Context: an optimization exercise on an open-source flow, tuned for a short achievable clock period and few clock cycles. The choices shown serve that exercise and are no tape-out recipe. Function was checked by simulation only, so behaviour that the tests miss may differ from the original. No activity file was given, so power comes from the tool's default toggle rates.

==> inputs of run a <==
Design y86_64_top, start of the top module:
module y86_64_top
(
    input  wire         clk,
    input  wire         rst_n,           
    output wire [63:0]  imem_addr,       
    input  wire [79:0]  imem_data,       
    output wire [63:0]  dmem_addr,       
    input  wire [63:0]  dmem_rdata,      
    output wire [63:0]  dmem_wdata,      
    output wire         dmem_we,         
    output wire [3:0]   stat             
);
clock: 10.0 ns
lec_check: 0
abc_clock_period_in_ps: 3500
cap_margin: 20
core_margin: 2
core_utilization: 40
place_density: 0.6
slew_margin: 20
standard.sh (not shown) runs the stock make flow with config.mk's settings and CLKGATE_MAP_FILE= SYNTH_SCRIPT=/design/flow/synth_recipe.tcl, a recipe that flattens the netlist after the stock synthesis.
==> flow/flow/run.sh <==
#!/bin/bash
# The standard layout, with these changes to how it is made:
set -euo pipefail
MARGIN=${MARGIN:-6.5}
bash standard.sh SETUP_SLACK_MARGIN=$MARGIN \
    'BUFFER_PORTS_ARGS=-buffer_cell sky130_fd_sc_hd__buf_4' \
    MATCH_CELL_FOOTPRINT=0 \
    finish > standard_make.log 2>&1
==> run b (differences from run a) <==
--- a/flow/design.v
+++ b/flow/design.v
@@ -1,28 +1,27 @@
 `timescale 1ns / 1ps
-module alu(a, b, fn_sub, fn_and, fn_xor, valE, newCC);
-    input  [63:0] a;
+module alu(ai, b, fn_sub, fn_and, fn_xor, valE, newCC);
+    input  [63:0] ai;
     input  [63:0] b;
     input         fn_sub;
     input         fn_and;
     input         fn_xor;
     output [63:0] valE;
     output [2:0]  newCC;      
-    wire [63:0] ai = a ^ {64{fn_sub}};
     wire [63:0] sum;
     add64 add(.a(ai), .b(b), .cin(fn_sub), .s(sum));
-    assign valE = fn_and ? (a & b) : fn_xor ? (a ^ b) : sum;
-    wire zf_add = ((a ^ b) ^ {(a[62:0] | b[62:0]), 1'b0}) == 64'd0;
-    wire zf_eq  = (a ^ b) == 64'd0;
-    wire zf_and = (a & b) == 64'd0;
-    assign newCC[2] = fn_and ? zf_and : (fn_sub | fn_xor) ? zf_eq : zf_add;
+    wire [63:0] x = ai ^ b;
+    assign valE = fn_and ? (ai & b) : fn_xor ? x : sum;
+    wire zf_add = (x ^ {(ai[62:0] | b[62:0]), 1'b0}) == 64'd0;
+    wire zf_sub = &x;
+    wire zf_xor = x == 64'd0;
+    wire zf_and = (ai & b) == 64'd0;
+    assign newCC[2] = fn_and ? zf_and : fn_sub ? zf_sub : fn_xor ? zf_xor : zf_add;
     assign newCC[1] = valE[63];
-    assign newCC[0] = !fn_and && !fn_xor &&
-                      (fn_sub ? (a[63] != b[63]) && (sum[63] != b[63])
-                              : (a[63] == b[63]) && (sum[63] != b[63]));
+    assign newCC[0] = !fn_and && !fn_xor && (ai[63] == b[63]) && (sum[63] != b[63]);
 endmodule
 module add64(a, b, cin, s);
     input  [63:0] a;
     input  [63:0] b;
     input         cin;
     output [63:0] s;
     wire [63:0] p = a ^ b;
@@ -165,17 +164,14 @@
 reg          E_valid;
 reg  [3:0]   E_stat;
 reg  [3:0]   E_icode;
 reg  [3:0]   E_ifun;
 reg  [63:0]  E_a;
 reg  [63:0]  E_b;
 reg  [63:0]  E_d;
-reg          E_bypA;
-reg          E_bypB;
-reg          E_bypDe;
 reg          E_bypDm;
 reg          E_sub;
 reg          E_and;
 reg          E_xor;
 reg  [3:0]   E_dstE;
 reg  [3:0]   E_dstM;
 reg  [13:0]  E_valP;
@@ -239,28 +235,28 @@
 wire f_need_valC   = f_icode == IIRMOVQ || f_icode == IRMMOVQ || f_icode == IMRMOVQ ||
                      f_icode == IJXX || f_icode == ICALL;
 wire [13:0]  pc1  = {1'b0, F_pc} + 14'd1;
 wire [13:0]  pc2  = {1'b0, F_pc} + 14'd2;
 wire [13:0]  pc9  = {1'b0, F_pc} + 14'd9;
 wire [13:0]  pc10 = {1'b0, F_pc} + 14'd10;
 wire [13:0]  f_valP = f_need_valC ? (f_need_regids ? pc10 : pc9) : (f_need_regids ? pc2 : pc1);
-wire         f_valP_bad = f_valP > FETCH_MAX;
+wire         f_valP_bad = f_need_valC ? (f_need_regids ? F_pc > 13'd8172 : F_pc > 13'd8173)
+                                      : (f_need_regids ? F_pc > 13'd8180 : F_pc > 13'd8181);
 wire [63:0]  f_valC = f_need_regids ? instr_din[79:16] : instr_din[71:8];
 wire         f_tgt_bad = (|instr_din[71:21]) || ({1'b0, instr_din[20:8]} > FETCH_MAX);
 wire [13:0]  f_target = {f_tgt_bad, instr_din[20:8]};
 wire         f_jxx  = !F_bad && f_icode == IJXX && f_ifun <= 4'h6;
 wire         f_call = !F_bad && f_icode == ICALL;
 wire         f_ret  = !F_bad && f_icode == IRET;
 wire         f_cnd;
 cond f_cond(.ifun(f_ifun), .cc(d_cc), .Cnd(f_cnd));
 wire         f_resolved = f_ifun == 4'h0 ||
                           (!(D_valid && D_icode == IOPQ) &&
                            (!e_sets_cc || (e_zf_early && (f_ifun == 4'h3 || f_ifun == 4'h4))));
-wire         f_backward = instr_din[20:8] <= F_pc;
-wire         f_guess    = f_backward || f_ifun == 4'h4 || f_ifun == 4'h5 || f_ifun == 4'h6;
+wire         f_guess    = f_ifun == 4'h4 || f_ifun == 4'h5 || f_ifun == 4'h6;
 wire         f_taken    = f_resolved ? f_cnd : f_guess;
 wire [13:0]  f_pred = (f_jxx && f_taken) || f_call ? f_target :
                       f_ret ? ras :
                       {f_valP_bad, f_valP[12:0]};
 wire [3:0] f_srcA = (f_icode == IRRMOVQ || f_icode == IRMMOVQ || f_icode == IOPQ || f_icode == IPUSHQ) ? f_rA : RNONE;
 wire [3:0] f_srcB = (f_icode == IRMMOVQ || f_icode == IMRMOVQ || f_icode == IOPQ) ? f_rB :
                     (f_icode == ICALL || f_icode == IRET || f_icode == IPUSHQ || f_icode == IPOPQ) ? RRSP :
@@ -274,19 +270,19 @@
 wire [63:0] rf_valA, rf_valB;
 wire [63:0] d_valA = D_mA_M ? data_din : D_mA_E ? M_valE : rf_valA;
 wire [63:0] d_valB = D_mB_M ? data_din : D_mB_E ? M_valE : rf_valB;
 wire        d_zf_only = D_ifun == 4'h3 || D_ifun == 4'h4;
 wire        d_resolvable = D_jxx && !D_resolved && (!e_sets_cc || (e_zf_early && d_zf_only));
 wire        d_cnd;
 cond d_cond(.ifun(D_ifun), .cc(d_cc), .Cnd(d_cnd));
-wire [63:0] e_a = E_bypA ? M_valE : E_a;
-wire [63:0] e_b = E_bypB ? M_valE : E_b;
+wire [63:0] e_a = E_a;
+wire [63:0] e_b = E_b;
 wire [63:0] e_valE;
 alu alu(
-    .a(e_a),
+    .ai(e_a),
     .b(e_b),
     .fn_sub(E_sub),
     .fn_and(E_and),
     .fn_xor(E_xor),
     .valE(e_valE),
     .newCC(e_newCC)
 );
@@ -304,15 +300,15 @@
 wire        e_ok_down = ~|e_b[63:14] && (e_b[13] ? e_b[12:0] == 13'd0 : e_b[12:3] != 10'd0);
 wire        e_ok_b    = ~|e_b[63:13] && e_b[12:0] <= DATA_MAX;
 wire        e_addr_ok = e_addr_from_b ? e_ok_b : e_addr_down ? e_ok_down : e_ok_disp;
 wire        e_dfault = E_stat == SAOK && e_mem && !e_addr_ok;
 wire [3:0]  e_stat  = e_dfault ? SADR : E_stat;
 wire        e_mispredict = E_valid && E_jxx && !E_resolved && e_cnd != E_taken;
 wire [13:0] e_redirect_pc = e_cnd ? E_target : E_valP;
-wire [63:0] e_wdata = E_bypDm ? data_din : E_bypDe ? M_valE : E_d;
+wire [63:0] e_wdata = E_bypDm ? data_din : E_d;
 wire        m_ret_bad  = (|data_din[63:13]) || ({1'b0, data_din[12:0]} > FETCH_MAX);
 wire        m_ret_hit  = !M_retpred[13] && ~|data_din[63:13] && data_din[12:0] == M_retpred[12:0];
 wire        m_ret_mis  = M_valid && M_ret && !m_ret_hit && !R_mis;
 wire        m_ret_wait = M_valid && M_ret && !R_mis;     
 wire        redir_M    = R_mis;
 wire        redir_E    = !redir_M && e_mispredict;
 wire        redir_D    = !redir_M && !e_mispredict && D_valid && d_resolvable && d_cnd != D_taken;
@@ -436,30 +432,32 @@
         E_stat     <= D_stat;
         E_icode    <= D_icode;
         E_ifun     <= D_ifun;
         E_dstE     <= D_dstE;
         E_dstM     <= D_dstM;
         E_jxx      <= D_jxx;
         E_resolved <= D_resolved || d_resolvable;
-        E_bypA     <= D_a_alu && D_eA_E && !e_cmov_off;
-        E_bypB     <= D_eB_E && !e_cmov_off;
-        E_bypDe    <= !D_a_alu && D_eA_E && !D_eA_M && !e_cmov_off;
         E_bypDm    <= !D_a_alu && D_eA_M;
-        E_sub      <= D_icode == IOPQ && D_ifun == 4'h1;
+        E_sub      <= d_sub;
         E_and      <= D_icode == IOPQ && D_ifun == 4'h2;
         E_xor      <= D_icode == IOPQ && D_ifun == 4'h3;
     end
 end
-always @(posedge clk) begin
-    E_a <= ({64{D_a_alu}} & d_valA) |
-           ({64{D_k_valC}} & D_valC) |
-           ({64{D_k_down}} & 64'hFFFF_FFFF_FFFF_FFF8) |
-           ({64{D_k_up}} & 64'd8);
-    E_b <= d_valB;
-    E_d <= D_call ? {50'd0, D_valP} : d_valA;
+wire        d_fwdA_e = D_eA_E && !D_eA_M && !e_cmov_off;
+wire        d_fwdB_e = D_eB_E && !e_cmov_off;
+wire        d_sub = D_icode == IOPQ && D_ifun == 4'h1;
+wire [63:0] d_inv = {64{d_sub}};
+always @(posedge clk) begin
+    E_a <= (D_a_alu && d_fwdA_e) ? (e_valE ^ d_inv) :
+           (({64{D_a_alu}} & d_valA) |
+            ({64{D_k_valC}} & D_valC) |
+            ({64{D_k_down}} & 64'hFFFF_FFFF_FFFF_FFF8) |
+            ({64{D_k_up}} & 64'd8)) ^ d_inv;
+    E_b <= d_fwdB_e ? e_valE : d_valB;
+    E_d <= D_call ? {50'd0, D_valP} : d_fwdA_e ? e_valE : d_valA;
     E_valP    <= {D_valP > FETCH_MAX, D_valP[12:0]};
     E_target  <= D_target;
     E_taken   <= D_taken;
     E_retpred <= D_retpred;
 end
 always @(posedge clk) begin
     if (!rst || redir_M) begin
==> run c (differences from run a) <==
--- a/flow/design.v
+++ b/flow/design.v
@@ -1,28 +1,27 @@
 `timescale 1ns / 1ps
-module alu(a, b, fn_sub, fn_and, fn_xor, valE, newCC);
-    input  [63:0] a;
+module alu(ai, b, fn_sub, fn_and, fn_xor, valE, newCC);
+    input  [63:0] ai;
     input  [63:0] b;
     input         fn_sub;
     input         fn_and;
     input         fn_xor;
     output [63:0] valE;
     output [2:0]  newCC;      
-    wire [63:0] ai = a ^ {64{fn_sub}};
     wire [63:0] sum;
     add64 add(.a(ai), .b(b), .cin(fn_sub), .s(sum));
-    assign valE = fn_and ? (a & b) : fn_xor ? (a ^ b) : sum;
-    wire zf_add = ((a ^ b) ^ {(a[62:0] | b[62:0]), 1'b0}) == 64'd0;
-    wire zf_eq  = (a ^ b) == 64'd0;
-    wire zf_and = (a & b) == 64'd0;
-    assign newCC[2] = fn_and ? zf_and : (fn_sub | fn_xor) ? zf_eq : zf_add;
+    wire [63:0] x = ai ^ b;
+    assign valE = fn_and ? (ai & b) : fn_xor ? x : sum;
+    wire zf_add = (x ^ {(ai[62:0] | b[62:0]), 1'b0}) == 64'd0;
+    wire zf_sub = &x;
+    wire zf_xor = x == 64'd0;
+    wire zf_and = (ai & b) == 64'd0;
+    assign newCC[2] = fn_and ? zf_and : fn_sub ? zf_sub : fn_xor ? zf_xor : zf_add;
     assign newCC[1] = valE[63];
-    assign newCC[0] = !fn_and && !fn_xor &&
-                      (fn_sub ? (a[63] != b[63]) && (sum[63] != b[63])
-                              : (a[63] == b[63]) && (sum[63] != b[63]));
+    assign newCC[0] = !fn_and && !fn_xor && (ai[63] == b[63]) && (sum[63] != b[63]);
 endmodule
 module add64(a, b, cin, s);
     input  [63:0] a;
     input  [63:0] b;
     input         cin;
     output [63:0] s;
     wire [63:0] p = a ^ b;
@@ -165,17 +164,14 @@
 reg          E_valid;
 reg  [3:0]   E_stat;
 reg  [3:0]   E_icode;
 reg  [3:0]   E_ifun;
 reg  [63:0]  E_a;
 reg  [63:0]  E_b;
 reg  [63:0]  E_d;
-reg          E_bypA;
-reg          E_bypB;
-reg          E_bypDe;
 reg          E_bypDm;
 reg          E_sub;
 reg          E_and;
 reg          E_xor;
 reg  [3:0]   E_dstE;
 reg  [3:0]   E_dstM;
 reg  [13:0]  E_valP;
@@ -251,16 +247,15 @@
 wire         f_call = !F_bad && f_icode == ICALL;
 wire         f_ret  = !F_bad && f_icode == IRET;
 wire         f_cnd;
 cond f_cond(.ifun(f_ifun), .cc(d_cc), .Cnd(f_cnd));
 wire         f_resolved = f_ifun == 4'h0 ||
                           (!(D_valid && D_icode == IOPQ) &&
                            (!e_sets_cc || (e_zf_early && (f_ifun == 4'h3 || f_ifun == 4'h4))));
-wire         f_backward = instr_din[20:8] <= F_pc;
-wire         f_guess    = f_backward || f_ifun == 4'h4 || f_ifun == 4'h5 || f_ifun == 4'h6;
+wire         f_guess    = f_ifun == 4'h4 || f_ifun == 4'h5 || f_ifun == 4'h6;
 wire         f_taken    = f_resolved ? f_cnd : f_guess;
 wire [13:0]  f_pred = (f_jxx && f_taken) || f_call ? f_target :
                       f_ret ? ras :
                       {f_valP_bad, f_valP[12:0]};
 wire [3:0] f_srcA = (f_icode == IRRMOVQ || f_icode == IRMMOVQ || f_icode == IOPQ || f_icode == IPUSHQ) ? f_rA : RNONE;
 wire [3:0] f_srcB = (f_icode == IRMMOVQ || f_icode == IMRMOVQ || f_icode == IOPQ) ? f_rB :
                     (f_icode == ICALL || f_icode == IRET || f_icode == IPUSHQ || f_icode == IPOPQ) ? RRSP :
@@ -274,19 +269,19 @@
 wire [63:0] rf_valA, rf_valB;
 wire [63:0] d_valA = D_mA_M ? data_din : D_mA_E ? M_valE : rf_valA;
 wire [63:0] d_valB = D_mB_M ? data_din : D_mB_E ? M_valE : rf_valB;
 wire        d_zf_only = D_ifun == 4'h3 || D_ifun == 4'h4;
 wire        d_resolvable = D_jxx && !D_resolved && (!e_sets_cc || (e_zf_early && d_zf_only));
 wire        d_cnd;
 cond d_cond(.ifun(D_ifun), .cc(d_cc), .Cnd(d_cnd));
-wire [63:0] e_a = E_bypA ? M_valE : E_a;
-wire [63:0] e_b = E_bypB ? M_valE : E_b;
+wire [63:0] e_a = E_a;
+wire [63:0] e_b = E_b;
 wire [63:0] e_valE;
 alu alu(
-    .a(e_a),
+    .ai(e_a),
     .b(e_b),
     .fn_sub(E_sub),
     .fn_and(E_and),
     .fn_xor(E_xor),
     .valE(e_valE),
     .newCC(e_newCC)
 );
@@ -304,15 +299,15 @@
 wire        e_ok_down = ~|e_b[63:14] && (e_b[13] ? e_b[12:0] == 13'd0 : e_b[12:3] != 10'd0);
 wire        e_ok_b    = ~|e_b[63:13] && e_b[12:0] <= DATA_MAX;
 wire        e_addr_ok = e_addr_from_b ? e_ok_b : e_addr_down ? e_ok_down : e_ok_disp;
 wire        e_dfault = E_stat == SAOK && e_mem && !e_addr_ok;
 wire [3:0]  e_stat  = e_dfault ? SADR : E_stat;
 wire        e_mispredict = E_valid && E_jxx && !E_resolved && e_cnd != E_taken;
 wire [13:0] e_redirect_pc = e_cnd ? E_target : E_valP;
-wire [63:0] e_wdata = E_bypDm ? data_din : E_bypDe ? M_valE : E_d;
+wire [63:0] e_wdata = E_bypDm ? data_din : E_d;
 wire        m_ret_bad  = (|data_din[63:13]) || ({1'b0, data_din[12:0]} > FETCH_MAX);
 wire        m_ret_hit  = !M_retpred[13] && ~|data_din[63:13] && data_din[12:0] == M_retpred[12:0];
 wire        m_ret_mis  = M_valid && M_ret && !m_ret_hit && !R_mis;
 wire        m_ret_wait = M_valid && M_ret && !R_mis;     
 wire        redir_M    = R_mis;
 wire        redir_E    = !redir_M && e_mispredict;
 wire        redir_D    = !redir_M && !e_mispredict && D_valid && d_resolvable && d_cnd != D_taken;
@@ -436,30 +431,32 @@
         E_stat     <= D_stat;
         E_icode    <= D_icode;
         E_ifun     <= D_ifun;
         E_dstE     <= D_dstE;
         E_dstM     <= D_dstM;
         E_jxx      <= D_jxx;
         E_resolved <= D_resolved || d_resolvable;
-        E_bypA     <= D_a_alu && D_eA_E && !e_cmov_off;
-        E_bypB     <= D_eB_E && !e_cmov_off;
-        E_bypDe    <= !D_a_alu && D_eA_E && !D_eA_M && !e_cmov_off;
         E_bypDm    <= !D_a_alu && D_eA_M;
-        E_sub      <= D_icode == IOPQ && D_ifun == 4'h1;
+        E_sub      <= d_sub;
         E_and      <= D_icode == IOPQ && D_ifun == 4'h2;
         E_xor      <= D_icode == IOPQ && D_ifun == 4'h3;
     end
 end
-always @(posedge clk) begin
-    E_a <= ({64{D_a_alu}} & d_valA) |
-           ({64{D_k_valC}} & D_valC) |
-           ({64{D_k_down}} & 64'hFFFF_FFFF_FFFF_FFF8) |
-           ({64{D_k_up}} & 64'd8);
-    E_b <= d_valB;
-    E_d <= D_call ? {50'd0, D_valP} : d_valA;
+wire        d_fwdA_e = D_eA_E && !D_eA_M && !e_cmov_off;
+wire        d_fwdB_e = D_eB_E && !e_cmov_off;
+wire        d_sub = D_icode == IOPQ && D_ifun == 4'h1;
+wire [63:0] d_inv = {64{d_sub}};
+always @(posedge clk) begin
+    E_a <= (D_a_alu && d_fwdA_e) ? (e_valE ^ d_inv) :
+           (({64{D_a_alu}} & d_valA) |
+            ({64{D_k_valC}} & D_valC) |
+            ({64{D_k_down}} & 64'hFFFF_FFFF_FFFF_FFF8) |
+            ({64{D_k_up}} & 64'd8)) ^ d_inv;
+    E_b <= d_fwdB_e ? e_valE : d_valB;
+    E_d <= D_call ? {50'd0, D_valP} : d_fwdA_e ? e_valE : d_valA;
     E_valP    <= {D_valP > FETCH_MAX, D_valP[12:0]};
     E_target  <= D_target;
     E_taken   <= D_taken;
     E_retpred <= D_retpred;
 end
 always @(posedge clk) begin
     if (!rst || redir_M) begin
CORE_UTILIZATION = 55   (was 40)
PLACE_DENSITY = 0.7   (was 0.6)
==> notes <==
- The highest critical path depth belongs to run a, the lowest to run b.
- Maximum frequency: run b > run c > run a.
- First-iteration DRC count: run a < run b < run c.
- Between run b and run c, the lower via count is in run b (gap 1.1%, measured against run c).
- Against run b, the global-route usage of run a is lower by 0.35 points.
- Against run c, the design area of run b is higher by about 5.4%.
==> figures <==
metric	run b	run c	run a
R2R depth	15	16	18
Total setup buffers inserted after CTS	195	189	148
Period utilisation layout	0.381	0.393	0.483
Number of global-route vias before repair	87300	87000	84200
Sum of buffers and inverters on the critical path	4	5	4
Fin worst setup slack	6.19 ns	6.07 ns	5.17 ns
Count of routing violations after the opening detailed-route iteration	18000	20900	16100
Result of the run	complete, no violations	complete, no violations	complete, no violations
Number of diodes	19	26	11
Clock share of power	0.277	0.262	0.309
Data-path buffer share of cell area in the final layout	0.0610	0.0600	0.0578
Setup Skew	0.0337 ns	0.0482 ns	0.0512 ns
CP arrival	4.58 ns	4.63 ns	5.63 ns
Testbench counts of run a, summed over its fixed seeds: cycles 120,098.
Testbench counts of run b, summed over its fixed seeds: cycles 120,098.
Testbench counts of run c, summed over its fixed seeds: cycles 120,098.

## port drivers added, routing unchanged
The results above use ideal ports. As a check the final layouts listed here were re-extracted and re-timed, cells and wires unchanged. Step 1 sets driving cells, clkbuf_16 on the clock port and buf_2 on the other inputs (assumed; they add their load-dependent delay and slew). Step 2 times the ports against the registers' clock, not the clock port: input delays grow and output delays shrink by t, the midpoint of the rising clock arrivals with the driver on. Slacks: no drivers / after step 1 / after step 2; pairs: no drivers / after step 1.
| run | shift t [ns] | setup slack, ns | worst hold slack (ns) |
|---|---|---|---|
| run a | 0.959 | 5.169 / 5.169 / 4.976 | 0.328 / 0.328 / 0.328 |
| run b | 0.964 | 6.186 / 6.186 / 5.443 | 0.325 / 0.325 / 0.325 |
| run c | 0.940 | 6.071 / 6.071 / 5.221 | 0.327 / 0.327 / 0.327 |
After both steps every run listed still meets setup and hold. The setup slack of run c, which loses most, moves by 0.000 ns with the drivers and by -0.850 ns with both steps.
